From an optimization exercise on the open Yosys and OpenROAD flow, aimed at small area and a short achievable clock period; shortcuts taken in it are not production practice. The RTL was checked by simulation tests, not by an equivalence proof against the original design.

## flow/design.v (module list and top-level ports; edited modules follow where they fit)
// module notch_filter: 1995 lines
module notch_filter #(
    parameter int DATA_WIDTH = 16
)(
    input  logic                    clk,
    input  logic                    rst_n,
    input  logic                    valid_i,
    input  logic signed [DATA_WIDTH-1:0] data_i,
    output logic                    valid_o,
    output logic signed [DATA_WIDTH-1:0] data_o
);
  // ...
==> flow/run.sh <==
#!/bin/bash
# synth_recipe.tcl (not shown) runs the flow's synth.tcl, then flattens the netlist and writes it again
# the make line also repeats each setting of config.mk as NAME=value (left out here)
make -C /OpenROAD-flow-scripts/flow DESIGN_CONFIG=/design/flow/config.mk WORK_HOME=/design/flow/orfs CLKGATE_MAP_FILE= SYNTH_SCRIPT=/design/flow/synth_recipe.tcl finish
==> flow/config.mk <==
export PLATFORM = sky130hd
export DESIGN_NAME = notch_filter
export DESIGN_NICKNAME = notch_filter
export VERILOG_FILES = /design/flow/design.v
export SDC_FILE = /design/flow/constraint.sdc
export NUM_CORES = 4
export LEC_CHECK = 0
export CAP_MARGIN = 20
export CORE_MARGIN = 2
export CORE_UTILIZATION = 40
export CTS_BUF_LIST = sky130_fd_sc_hd__clkbuf_8
export CTS_CLUSTER_SIZE = 30
export SLEW_MARGIN = 20
==> flow/constraint.sdc <==
create_clock -name core_clock -period 12.0 [get_ports {clk}]
set_input_delay 2.4000 -clock core_clock [delete_from_list [all_inputs] [get_ports {clk}]]
set_output_delay 2.4000 -clock core_clock [all_outputs]
set_load 0.01 [all_outputs]
==> results.yml, run 1 <==
status:
  status: "timing/DRC/antenna clean"
cells_and_area:
  final_common_cell: "inv_1"
  nNetsFinal: 1508
  seq_cells: 242
  bufAreaShareNonClock_pct: 2.33
  final_util_pct: 45.3
  drive_above_1_share_pct: 7.80
  n_all_inverters: 348
place:
  io_buffers: 35
  post_dp_cell_area_um2: 15100
timing:
  grt_setup_unrepaired: "no"
  finalWorstSetupSlack_ns: 6.54
  tns_ns: 0
  fin_skew_ns: 0.0162
critical_path:
  timing.rr.end: "s1[18]"
  path_cells: "inv_1, fa_1, fa_1, fa_1, inv_1, fa_1, fa_1, fa_1, inv_1, fa_1, inv_1, fa_1, inv_1, fa_1, a211oi_1, a21oi_1"
grt:
  grt_pass1_wl_mm: 46.1
  grt_use_met1_pct: 22.5
  grt.busiest_layer: "met2"
die:
  die_w_um: 193
  taps: 461
clock_tree:
  ctsResizeCount: 0
  cts_hold_buf: 0
  clk_latency_ns: 0.54
detailed_routing:
  wl_mm: 28.2
  drc_errors: 0
synthesis:
  synth_xor_area_share_pct: 0.962
==> inputs of run 2 (changes only) <==
--- a/flow/config.mk
+++ b/flow/config.mk
@@ -8,6 +8,4 @@
 export CAP_MARGIN = 20
 export CORE_MARGIN = 2
 export CORE_UTILIZATION = 40
-export CTS_BUF_LIST = sky130_fd_sc_hd__clkbuf_8
-export CTS_CLUSTER_SIZE = 30
 export SLEW_MARGIN = 20
==> run 2 against run 1 <==
  * Still clean
  * Via count down 1.4%
  * Die area unchanged
  * Setup slack worse by 0.017 ns
  * Routed wire length down 0.50%
  * Synthesized area unchanged
  * Core utilization down 0.13 points
  * Sequential cell count unchanged
  * Critical endpoint unchanged
  * Largest cell class unchanged
==> results.yml, run 2 <==
status:
  status: "timing/DRC/antenna clean"
die:
  chipHeight_um: 193
  die_w_um: 193
  start_util_pct: 40.4
  pin_count: 36
  dieArea_um2: 37300
  rows: 69
  coreArea_um2: 35400
synthesis:
  async_flop_share_pct: 28.9
  synth_most_common_cell: "inv_1"
  synthAdderAreaFrac_pct: 44.6
  synth_simple_gate_area_share_pct: 1.22
  synth-compound-area-share_pct: 2.13
  synth_xor_area_share_pct: 0.962
  syn_avg_cell_area_um2: 13.0
  ys_ff_latch: 242
  ys_top_cells_by_area: "fa_1 (41%), dfxtp_1 (22%), dfrtp_1 (12%)"
  synthTopCellsByCount: "inv_1 (347), fa_1 (295), dfxtp_1 (156), dfrtp_1 (70), ha_1 (36)"
  synth_top_area_cell: "fa_1"
  muxShareOfSynthArea_pct: 3.38
  ys_seq_area_share_pct: 37.4
  yosys_warnings: 1
  synth_top_area_share_pct: 41.3
  synth-edff-count: 16
  syn_inst: 1104
  synth_nets: 1454
  synthFlopType: "dfxtp_1"
  syn_area_um2: 14300
  yosysUniqueCellTypes: 34
  synth_top_family_by_area: "adder cells"
detailed_routing:
  drc_errors: 0
  first_pass_iters: 4
  wl_mm: 28.0
  vias_per_cell: 4.38
  wire_per_inst_um: 17.2
  antenna_left: 0
  vias: 7119
  drtIter0Drc: 266
cells_and_area:
  fill_cells: 3255
  largest_registers: "s1 (32), s2 (32), x (16)"
  drive_above_1_share_pct: 6.19
  syn2layout_area_growth_pct: 11.8
  final_common_cell: "inv_1"
  antennaDiodeCount: 0
  nNetsFinal: 1493
  most-common-layout-cells: "inv_1 (347), fa_1 (295), dfxtp_1 (156), dfrtp_1 (69), ha_1 (36)"
  final_area_um2: 16000
timing:
  finalSetupViolations: 0
  whs_ns: 0.328
  slew_headroom_pct: 43.5
  grt_setup_unrepaired: "no"
  post-route-min-period_ns: 5.48
  fin_skew_ns: 0.0130
  hold_viol_final: 0
  tns_ns: 0
  max_freq_mhz: 183
  fin_crit_sh_pct: 45.6
  finalMaxSlewViolations: 0
  worstMarginPinSlew_ns: 0.847
grt:
  grt_max_degree: 71
  antenna_found_initial: 0
  gr-usage-all-layers_pct: 16.6
  grt.overflow.total: 0
  grt_pass1_wl_mm: 45.6
  grt_pass1_vias: 8226
place:
  io_buffers: 35
  post_dp_cell_area_um2: 15100
  dp_hpwl_mm: 22.9
  routabilityCongestion: 0.808
clock_tree:
  h-tree-depth: 1
  cts.sinks: 242
  cts_buffer_depth: 3
  cts_root_buffer: "clkbuf_16"
  clk_latency_ns: 0.54
  cts_hold_buf: 0
  cts_tree: "yes"
  numCtsBuffers: 27
  clkSlewWorstSetupHoldPaths_ns: 0.06
  post_cts_buffers: 0
  ctsResizeCount: 0
critical_path:
  r2r-start: "x[10]"
  cp-end-kind: "flip-flop"
  arrival_ns: 5.87
  cp_max_fo: 3
  crit_path_start: "x[10]"
  required_ns: 12.40
  crit_path_start_kind: "flip-flop"
  path_class: "flip-flop to flip-flop"
run:
  maxCapViolCount: 0
worst_hold_path:
  hold_class: "flip-flop to flip-flop"
  hp-start: "n358_d1"
==> run 2: final timing paths <==
| kind | to | slack, ns | cells past startpoint |
|---|---|---|---|
| setup reg to reg | s1[18] | 6.52 | 16 |
| hold / removal | n358_d2 | 0.33 | 0 |
| min in group asynchronous | p[5] | 1.89 | 1 |
| hold reg to reg | n358_d2 | 0.33 | 0 |
| max in group asynchronous | p[2] | 9.58 | 1 |
| setup / recovery | s1[18] | 6.52 | 16 |
==> run 2: metal layers <==
metal,vias to the layer above,global-route usage [%],part of all wire [%]
met3,36,2.21,2.8
met5,-,0,0
li1,3224,-,-
met1,3776,22.7,46
met4,0,3.44,1.7
met2,83,28.4,50
==> run 2: logic make-up after synthesis <==
logic type | Yosys count
buf+inv | 376
xor+xnor | 13
simple gates | 42
mux | 46
flops | 242
fa+ha+maj | 333
compound gates | 52
==> run 2: worst max-delay path, stage by stage, from the launching register on <==
cell and delay [ns]:
edfxtp_1 0.49, inv_1 0.19, fa_1 0.47, fa_1 0.39, fa_1 0.55, inv_1 0.07, fa_1 0.48, fa_1 0.42
fa_1 0.49, inv_1 0.05, fa_1 0.51, inv_1 0.06, fa_1 0.38, inv_1 0.07, fa_1 0.40, a211oi_1 0.25
a21oi_1 0.06
==> run 2: area by class of cell <==
type | count | area (um^2) | area share, %
clock buffer | 40 | 816 | 5.10
multi-input combinational | 486 | 7480 | 46.7
tap | 461 | 577 | 3.61
inverter | 348 | 1310 | 8.17
sequential | 242 | 5360 | 33.5
timing repair buffer | 38 | 374 | 2.34
clock inverter | 10 | 87.6 | 0.548
==> run 2: stage by stage <==
| stage | setup slack (ns) | utilization [%] | std cells |
|---|---|---|---|
| finish | 6.52 | 45.2 | 1625 |
| global route | 6.23 | 45.2 | 1625 |
| CTS | 6.46 | 45.2 | 1625 |
| detailed placement | 6.46 | 42.6 | 1575 |
| global placement | 6.55 | 42.6 | 1575 |
| floorplan | 6.33 | - | 1104 |
==> inputs of run 3 (changes only) <==
--- a/flow/config.mk
+++ b/flow/config.mk
@@ -7,5 +7,7 @@
 export LEC_CHECK = 0
 export CAP_MARGIN = 20
 export CORE_MARGIN = 2
-export CORE_UTILIZATION = 40
+export CORE_UTILIZATION = 60
+export CTS_BUF_LIST = sky130_fd_sc_hd__clkbuf_4 sky130_fd_sc_hd__clkbuf_8
+export PLACE_DENSITY = 0.75
 export SLEW_MARGIN = 20
==> run 3 against run 2 <==
  * Non-clock buffer count grew 2
  * Critical path depth is the same
  * Count of clock-buffer cells in the layout grew 26
  * Highest routed layer unchanged
  * Register-to-register slack lost 0.02 ns
  * Synthesized area is the same
==> results.yml, run 3 <==
timing:
  fin_crit_sh_pct: 45.8
  slew_headroom_pct: 48.4
  tns_ns: 0
  fin_skew_ns: 0.0198
  worstMarginPinSlew_ns: 0.772
  max_freq_mhz: 182
  finalSetupViolations: 0
  finalWorstSetupSlack_ns: 6.51
  hold_viol_final: 0
  whs_ns: 0.329
  grt_setup_unrepaired: "no"
  finalMaxSlewViolations: 0
  post-route-min-period_ns: 5.49
critical_path:
  path_cells: "inv_1, fa_1, fa_1, fa_1, inv_1, fa_1, fa_1, inv_1, fa_1, fa_1, inv_1, fa_1, inv_1, fa_1, a211oi_1, a21oi_1"
  cp_slowest_cell: "fa_1"
  required_ns: 12.42
  crit_top_cell: "fa_1"
  crit_path_start_kind: "flip-flop"
  path_depth: 16
  path_buf_inv: 5
  cp-end-kind: "flip-flop"
  critPathMaxStageDelay_ns: 0.56
  crit_family: "adder cells"
  path_class: "flip-flop to flip-flop"
  arrival_ns: 5.91
  reg2reg_depth: 16
  cp_max_fo: 3
die:
  coreArea_um2: 23500
  rows: 56
  chipHeight_um: 158
  die_w_um: 158
  start_util_pct: 61.0
  pin_count: 36
  dieArea_um2: 25100
grt:
  grt_pass1_vias: 8683
  gr-usage-all-layers_pct: 25.0
  antenna_found_initial: 0
  grt_pass1_wl_mm: 45.5
  grt.overflow.total: 0
  grt_max_degree: 52
synthesis:
  ys_top_cells_by_area: "fa_1 (41%), dfxtp_1 (22%), dfrtp_1 (12%)"
  synth_nets: 1454
  synth_top_area_cell: "fa_1"
  synthFlopType: "dfxtp_1"
  yosysUniqueCellTypes: 34
  ys_seq_area_share_pct: 37.4
  synth_most_common_cell: "inv_1"
  synth-edff-count: 16
  async_flop_share_pct: 28.9
  syn_area_um2: 14300
  synth_top_area_share_pct: 41.3
  synthTopCellsByCount: "inv_1 (347), fa_1 (295), dfxtp_1 (156), dfrtp_1 (70), ha_1 (36)"
  yosys_warnings: 1
  syn_avg_cell_area_um2: 13.0
  ys_ff_latch: 242
  syn_inst: 1104
cells_and_area:
  nNetsFinal: 1510
  fin_cells: 1511
  antennaDiodeCount: 0
  drive_above_1_share_pct: 8.56
  largest_registers: "s1 (32), s2 (32), x (16)"
  most-common-layout-cells: "inv_1 (347), fa_1 (295), dfxtp_1 (156), dfrtp_1 (70), clkbuf_8 (50)"
  final_area_um2: 15800
  syn2layout_area_growth_pct: 10.5
  final_util_pct: 67.3
  final_common_cell: "inv_1"
clock_tree:
  clk_latency_ns: 0.55
  cts.sinks: 242
  clkSlewWorstSetupHoldPaths_ns: 0.06
  cts_hold_buf: 0
  h-tree-depth: 2
  ctsResizeCount: 0
  cts_root_buffer: "clkbuf_8"
  cts_buffer_depth: 3
  numCtsBuffers: 42
  cts_tree: "yes"
  post_cts_buffers: 0
detailed_routing:
  wl_mm: 27.6
  drc_errors: 0
  wire_per_inst_um: 18.3
  antenna_left: 0
  vias_per_cell: 4.82
  vias: 7283
  drtIter0Drc: 327
  first_pass_iters: 4
worst_hold_path:
  hold_depth: 0
  hold_class: "flip-flop to flip-flop"
place:
  dp_slack_ns: 6.46
  post_dp_cell_area_um2: 14900
  dp_cells: 1435
  io_buffers: 35
  dp_hpwl_mm: 22.6
  routabilityCongestion: 0.871
status:
  status: "timing/DRC/antenna clean"
run:
  maxCapViolCount: 0
## run 3: cell counts after synthesis
No cell type changed its count.
## run 3: path summary, 6_finish.rpt
check                      startpoint  endpoint  slack (ns)
max                             x[10]    s1[18]        6.51
max reg2reg                     x[10]    s1[18]        6.51
max in group asynchronous       rst_n    s2[31]        9.21
min                           n360_d1   n360_d2        0.33
min reg2reg                   n360_d1   n360_d2        0.33
min in group asynchronous       rst_n    s2[15]        1.72
## run 3: metal layers
metal  GRT usage [%]  vias up  part of all wire, %  routed length, um
li1                -     3267                    -                  -
met1            33.1     3790                   40              11100
met2            42.7      177                   51              14000
met3            4.76       49                  6.5               1800
met4            7.55        0                  2.5                700
met5               0        -                    0                  0
## run 3: layout make-up
| type | count | area [um^2] |
|---|---|---|
| Fill cell | 1654 | 7670 |
| Multi-Input combinational cell | 486 | 7480 |
| Sequential cell | 242 | 5360 |
| Inverter | 348 | 1310 |
| Clock buffer | 66 | 808 |
| Tap cell | 319 | 399 |
| Timing Repair Buffer | 40 | 385 |
| Clock inverter | 10 | 75.1 |
## run 3: logic make-up after synthesis
logic type | synth area share [%]
AOI/OAI and AO/OA | 2.13
xor gates and xnor gates | 0.962
adders and majority gates | 44.6
buffers and inverters | 10.3
DFF | 37.4
muxes | 3.38
and+or+nand+nor | 1.22

-- port drivers added, routing unchanged --
No port has a modelled driver above. Below, the same layouts with a new extraction and two added sets of constraints. Step 1: set_driving_cell puts a clkbuf_16 on clk and a buf_2 on each other input, an assumption about the parent block. Step 2 adds t to the input delays and takes it off the output delays; t is the mean of the earliest and latest rising clock arrival at the registers after step 1. Input paths then give back, and output paths get back, about the clock's delay inside the block. a / b / c = no drivers / after step 1 / after step 2; a / b = the first two.
run | t (ns) | setup slack, ns | pins driven straight from the clock port
run 1 | 0.581 | 6.542 / 6.542 / 6.542 | 1
run 2 | 0.585 | 6.525 / 6.525 / 6.525 | 1
run 3 | 0.587 | 6.509 / 6.509 / 6.509 | 1
After both steps setup and hold are still met in every run listed.
